This is an optimization exercise on Yosys and OpenROAD, whose aim is small area and few clock cycles, not a production implementation.
The RTL was checked by simulation tests, not by an equivalence proof against the original design.
Power figures rest on the tool's default switching activity, not on a simulated workload.

## lagoon
==> flow/design.v <==
`timescale 1ns/1ps
module d_cache #(
  parameter ADDR_WIDTH = 32,
  parameter DATA_WIDTH = 32,
  parameter NUM_SETS = 8,
  parameter ASSOC = 4,
  parameter LINE_WORDS = 1
)(
  input  logic                    clk,
  input  logic                    rst_n,
  input  logic [ADDR_WIDTH-1:0]   cpu_addr,
  input  logic                    cpu_rd,
  input  logic                    cpu_wr,
  input  logic [DATA_WIDTH-1:0]   cpu_wdata,
  output logic [DATA_WIDTH-1:0]   cpu_rdata,
  output logic                    cpu_ready,
  output logic [ADDR_WIDTH-1:0]   mem_addr,
  output logic                    mem_rd,
  output logic                    mem_wr,
  output logic [DATA_WIDTH-1:0]   mem_wdata,
  input  logic [DATA_WIDTH-1:0]   mem_rdata,
  input  logic                    mem_ready
);
  localparam SET_BITS = 3;
  localparam WAY_BITS = 2;
  localparam TAG_BITS = ADDR_WIDTH - SET_BITS;
  localparam LINES = NUM_SETS * ASSOC;
  wire [SET_BITS-1:0] set = cpu_addr[SET_BITS-1:0];
  wire [TAG_BITS-1:0] tag = cpu_addr[ADDR_WIDTH-1 -: TAG_BITS];
  logic [LINES-1:0]                 line_dirty;
  logic [LINES-1:0][TAG_BITS-1:0]   line_tag;
  logic [LINES-1:0][DATA_WIDTH-1:0] line_data;
  logic [NUM_SETS-1:0][5:0] mru;
  logic [NUM_SETS-1:0]      v0;
  logic st_wb;     
  logic st_rd;     
  logic st_ww;     
  logic bg_wr;     
  logic bg_rd;     
  logic [SET_BITS+WAY_BITS-1:0] ridx;   
  logic [ADDR_WIDTH-1:0] maddr;
  logic [5:0] m;
  logic [3:0] valid;
  logic [ASSOC-1:0][TAG_BITS-1:0] stag;
  logic [ASSOC-1:0] sdirty;
  always_comb begin
    m = mru[set];
    valid[0] = v0[set];
    valid[1] = v0[set] | m[0];
    valid[2] = v0[set] | m[1];
    valid[3] = v0[set] | m[2];
    stag = '0;
    sdirty = '0;
    for (int s = 0; s < NUM_SETS; s++)
      for (int w = 0; w < ASSOC; w++) begin
        stag[w] = stag[w] | (line_tag[s*ASSOC+w] & {TAG_BITS{set == s}});
        sdirty[w] = sdirty[w] | (line_dirty[s*ASSOC+w] & (set == s));
      end
  end
  logic hit;
  logic [WAY_BITS-1:0] hit_way;
  always_comb begin
    hit = 0;
    hit_way = '0;
    for (int w = 0; w < ASSOC; w++) begin
      if (valid[w] && stag[w] == tag) begin
        hit = 1;
        hit_way = w;
      end
    end
  end
  logic [WAY_BITS-1:0] victim;
  always_comb begin
    if (m[0] && m[1] && m[2])         victim = 2'd0;
    else if (!m[0] && m[3] && m[4])   victim = 2'd1;
    else if (!m[1] && !m[3] && m[5])  victim = 2'd2;
    else                              victim = 2'd3;
  end
  wire req  = cpu_rd || cpu_wr;
  wire idle = !st_wb && !st_rd && !st_ww;
  wire mem_free = !bg_wr && (!bg_rd || mem_ready);
  wire victim_dirty = valid[victim] && sdirty[victim];
  wire hit_ok   = idle && req && hit;
  wire miss_go  = idle && req && !hit && mem_free;
  wire wm_clean = miss_go && cpu_wr && !victim_dirty;   
  wire ww_done  = st_ww;                                
  wire fill     = st_rd && mem_ready;
  wire hit_wr   = hit_ok && cpu_wr;
  wire alloc    = wm_clean || ww_done || fill;          
  wire [WAY_BITS-1:0] wway = idle ? (hit ? hit_way : victim) : ridx[1:0];
  wire touch = hit_ok || alloc;
  logic [5:0] mnew;
  always_comb begin
    mnew = m;
    case (wway)
      2'd0: begin mnew[0] = 0; mnew[1] = 0; mnew[2] = 0; end
      2'd1: begin mnew[0] = 1; mnew[3] = 0; mnew[4] = 0; end
      2'd2: begin mnew[1] = 1; mnew[3] = 1; mnew[5] = 0; end
      2'd3: begin mnew[2] = 1; mnew[4] = 1; mnew[5] = 1; end
    endcase
  end
  always_ff @(posedge clk or negedge rst_n) begin
    if (!rst_n) begin
      cpu_ready <= 0;
      mem_rd <= 0;
      mem_wr <= 0;
      st_wb <= 0;
      st_rd <= 0;
      st_ww <= 0;
      bg_wr <= 0;
      bg_rd <= 0;
      mru <= '0;
      v0 <= '0;
    end else begin
      cpu_ready <= hit_ok || alloc;
      mem_wr <= miss_go && victim_dirty;
      mem_rd <= (miss_go && !victim_dirty) || (st_wb && mem_ready) || (bg_wr && mem_ready);
      st_wb <= miss_go && victim_dirty && cpu_rd || st_wb && !mem_ready;
      st_rd <= miss_go && !victim_dirty && cpu_rd || st_wb && mem_ready || st_rd && !mem_ready;
      st_ww <= miss_go && victim_dirty && cpu_wr;
      bg_wr <= ww_done || bg_wr && !mem_ready;
      bg_rd <= wm_clean || bg_wr && mem_ready || bg_rd && !mem_ready;
      if (touch) mru[set] <= mnew;
      if (alloc && wway == 2'd0) v0[set] <= 1;
    end
  end
  always_ff @(posedge clk) begin
    if (idle) ridx <= {set, wway};
    if (miss_go || ww_done || (st_wb && mem_ready))
      maddr <= (miss_go && victim_dirty) ? {stag[victim], set} : cpu_addr;
  end
  wire [SET_BITS+WAY_BITS-1:0] widx = {set, wway};
  wire [DATA_WIDTH-1:0] wdata = fill ? mem_rdata : cpu_wdata;
  wire data_we = hit_wr || alloc;
  always_ff @(posedge clk) begin
    for (int l = 0; l < LINES; l++) begin
      if (data_we && widx == l) begin
        line_data[l] <= wdata;
        line_dirty[l] <= !fill;
      end
      if (alloc && widx == l) line_tag[l] <= tag;
    end
  end
  logic [DATA_WIDTH-1:0] rdata;
  always_comb begin
    rdata = '0;
    for (int l = 0; l < LINES; l++)
      rdata = rdata | (line_data[l] & {DATA_WIDTH{ridx == l}});
  end
  assign cpu_rdata = rdata;
  assign mem_wdata = rdata;
  assign mem_addr  = maddr;
endmodule
==> flow/config.mk <==
export PLATFORM = sky130hd
export DESIGN_NAME = d_cache
export DESIGN_NICKNAME = d_cache
export VERILOG_FILES = /design/flow/design.v
export SDC_FILE = /design/flow/constraint.sdc
export NUM_CORES = 4
export LEC_CHECK = 0
export CAP_MARGIN = 20
export CORE_MARGIN = 2
export CORE_UTILIZATION = 45
export PLACE_DENSITY = 0.8
export SLEW_MARGIN = 20
==> flow/constraint.sdc <==
create_clock -name core_clock -period 9.0 [get_ports {clk}]
set_input_delay 1.8000 -clock core_clock [delete_from_list [all_inputs] [get_ports {clk}]]
set_output_delay 1.8000 -clock core_clock [all_outputs]
set_load 0.01 [all_outputs]
standard.sh (not shown) runs the stock make flow with config.mk's settings and CLKGATE_MAP_FILE= SYNTH_SCRIPT=/design/flow/synth_recipe.tcl, a recipe that flattens the netlist after the stock synthesis.
==> flow/flow/run.sh <==
#!/bin/bash
# The standard layout, with two changes: synthesis maps the logic with an
# area-recovery ABC script (flow/area.abc), and the layout uses small port
# buffers and a clock tree of clkbuf_16 leaf clusters of up to 28 sinks without dummy loads.
# make's output goes to flow_make.log; each tool's log is under orfs/logs.
set -euo pipefail
W=$(pwd)
ORFS=$W/orfs
RES=$ORFS/results/$FLOW_PLATFORM/d_cache/base
export AREA_ABC_SCRIPT=$W/flow/area.abc
{ echo "source $W/flow/abc_wrap.tcl"; cat $W/synth_recipe.tcl; } > $W/flow_synth.tcl
export BUFFER_PORTS_ARGS="-buffer_cell sky130_fd_sc_hd__buf_1"
export CTS_ARGS="-sink_clustering_enable -repair_clock_nets -sink_clustering_size 28 -sink_clustering_max_diameter 80 -buf_list sky130_fd_sc_hd__clkbuf_16 -dont_use_dummy_load"
make -C $FLOW_HOME DESIGN_CONFIG=$FLOW_CONFIG WORK_HOME=$ORFS CLKGATE_MAP_FILE= \
  SYNTH_SCRIPT=$W/flow_synth.tcl finish > $W/flow_make.log 2>&1
: # left out here: write the final layout as DEF
==> flow/flow/abc_wrap.tcl <==
# Run ABC with the area-recovery mapping script beside this file instead of
# the one the synthesis script names. Registers are mapped before this step,
# so they stay exactly as the standard synthesis makes them.
proc abc {args} {
  set i [lsearch -exact $args -script]
  if {$i >= 0} { lset args [expr {$i + 1}] $::env(AREA_ABC_SCRIPT) }
  yosys abc {*}$args
}
==> flow/flow/area.abc <==
strash
&get -n
&st
&syn2
&dch
&nf -R 1000
&put
Testbench counts of lagoon, summed over its fixed seeds: cycles 74,111.
#### Input delta (violet over lagoon)
Settings: clearing PLACE_DENSITY, which used to be 0.8; putting GPL_TIMING_DRIVEN at 0 where nothing was set.
diff --git a/flow/flow/run.sh b/flow/flow/run.sh
--- a/flow/flow/run.sh
+++ b/flow/flow/run.sh
@@ -4 +4 @@
-# buffers and a clock tree of clkbuf_16 leaf clusters of up to 28 sinks without dummy loads.
+# buffers and a clock tree of clkbuf_16 leaf clusters of up to 25 sinks without dummy loads.
@@ -13 +13 @@
-export CTS_ARGS="-sink_clustering_enable -repair_clock_nets -sink_clustering_size 28 -sink_clustering_max_diameter 80 -buf_list sky130_fd_sc_hd__clkbuf_16 -dont_use_dummy_load"
+export CTS_ARGS="-sink_clustering_enable -repair_clock_nets -sink_clustering_size 25 -sink_clustering_max_diameter 80 -buf_list sky130_fd_sc_hd__clkbuf_16 -dont_use_dummy_load"
==> flow/flow/area.abc <==
strash
&get -n
&st
&dch
&nf -R 1000
&put
Notes after the runs:
In terms of adder and majority gate portion of the synthesized area, lagoon and violet differ only marginally. Looking at clock-cell share of area across lagoon and violet, the one that comes out higher is violet. On post-route clock skew, the lower figure sits with lagoon, not violet.
--- input diff violet..xenon ---
Settings: GPL_TIMING_DRIVEN removed (was 0).
--- outcome ---
Delta(top fanout value on the critical path, xenon - violet) < 0. Per the comparison of xenon with violet, clock share of power closely matched the old numbers; global router's overall resource usage increased by 0.53 points relative to the old numbers.
Changes in garnet relative to xenon:
==> flow/flow/area.abc <==
strash
&get -n
&st
&syn2
&dch
&nf -R 1000
&put
garnet finished every step from synthesis to the final layout, and the layout passed the timing, design-rule and antenna checks. Of xenon and garnet, the run reporting the lower worst setup margin was xenon. Number of flip-flops and latches across xenon and garnet: no real change. Diff xenon -> garnet: synthesized netlist net count down about 6.6%, clock-pin transition on the worst setup and hold timing paths has remained practically unchanged, xor/xnor share of the synthesized area closely matched the old numbers. [compare] base=xenon new=garnet: register-to-register slack up 0.17 ns; core region area down 0.99%; clock distribution area overhead in the final layout flat; final period utilization down 4.1 points. Going from xenon to garnet, synthesized cell count went down; number of multi-input logic gates went down.
--- input diff garnet..fjord ---
Settings: setting PLACE_DENSITY to 0.9 for the first time.
Notes after the runs:
Re via count: garnet was lower than fjord. In the reports for fjord and garnet, the larger buffering stage count on the worst path with inverters included belongs to fjord. garnet -> fjord: final area decreased slightly. Delta(met1 wire length, fjord - garnet) < 0. Going from garnet to fjord, the combinational group share of total power was found to have gone up by 0.6 points. garnet -> fjord: final cell count flat. The number of vias per cell after detailed routing in fjord was higher than what garnet gave.
Inputs modified between fjord and amber:
Settings: PLACE_DENSITY changed from 0.9 to 0.8.
==> run notes <==
Area occupied by multi-input gates across fjord and amber: no real change. Diff amber..fjord | proportion of cell area spent on the clock network | negligible. amber vs. fjord: internal power did not really move, estimated wirelength of the detail-placed design went down.

==> re-timing with driven ports <==
In the flow no input, the clock included, has a driving cell. The finished layouts below were timed again as built, in two steps.
Step 1 (the two cells are an assumption about what drives the block):
set clk [get_ports {clk}]
set_driving_cell -lib_cell sky130_fd_sc_hd__clkbuf_16 $clk
set_driving_cell -lib_cell sky130_fd_sc_hd__buf_2 [delete_from_list [all_inputs] $clk]
Step 2 times the ports against the registers' clock, not the clock port: input delays grow and output delays shrink by t, the midpoint of the rising clock arrivals with the driver on.
Slacks: no drivers / after step 1 / after step 2; pairs: no drivers / after step 1.
| run | t, ns | slack for setup (ns) | worst data-port slew with drivers (ns) |
|---|---|---|---|
| lagoon | 0.801 | 0.843 / 0.857 / 0.056 | 0.21 |
| violet | 0.816 | 0.170 / 0.225 / -0.590 | 0.15 |
| xenon | 0.801 | 0.790 / 0.847 / 0.046 | 0.15 |
| garnet | 0.832 | 1.158 / 1.125 / 0.293 | 0.12 |
| fjord | 0.796 | 0.706 / 0.762 / -0.034 | 0.20 |
| amber | 0.812 | 0.915 / 0.928 / 0.116 | 0.20 |
Met with ideal ports but missed after step 2: setup timing in violet and fjord. The setup slack of garnet, which loses most, moves by -0.033 ns with the drivers and by -0.865 ns with both steps.
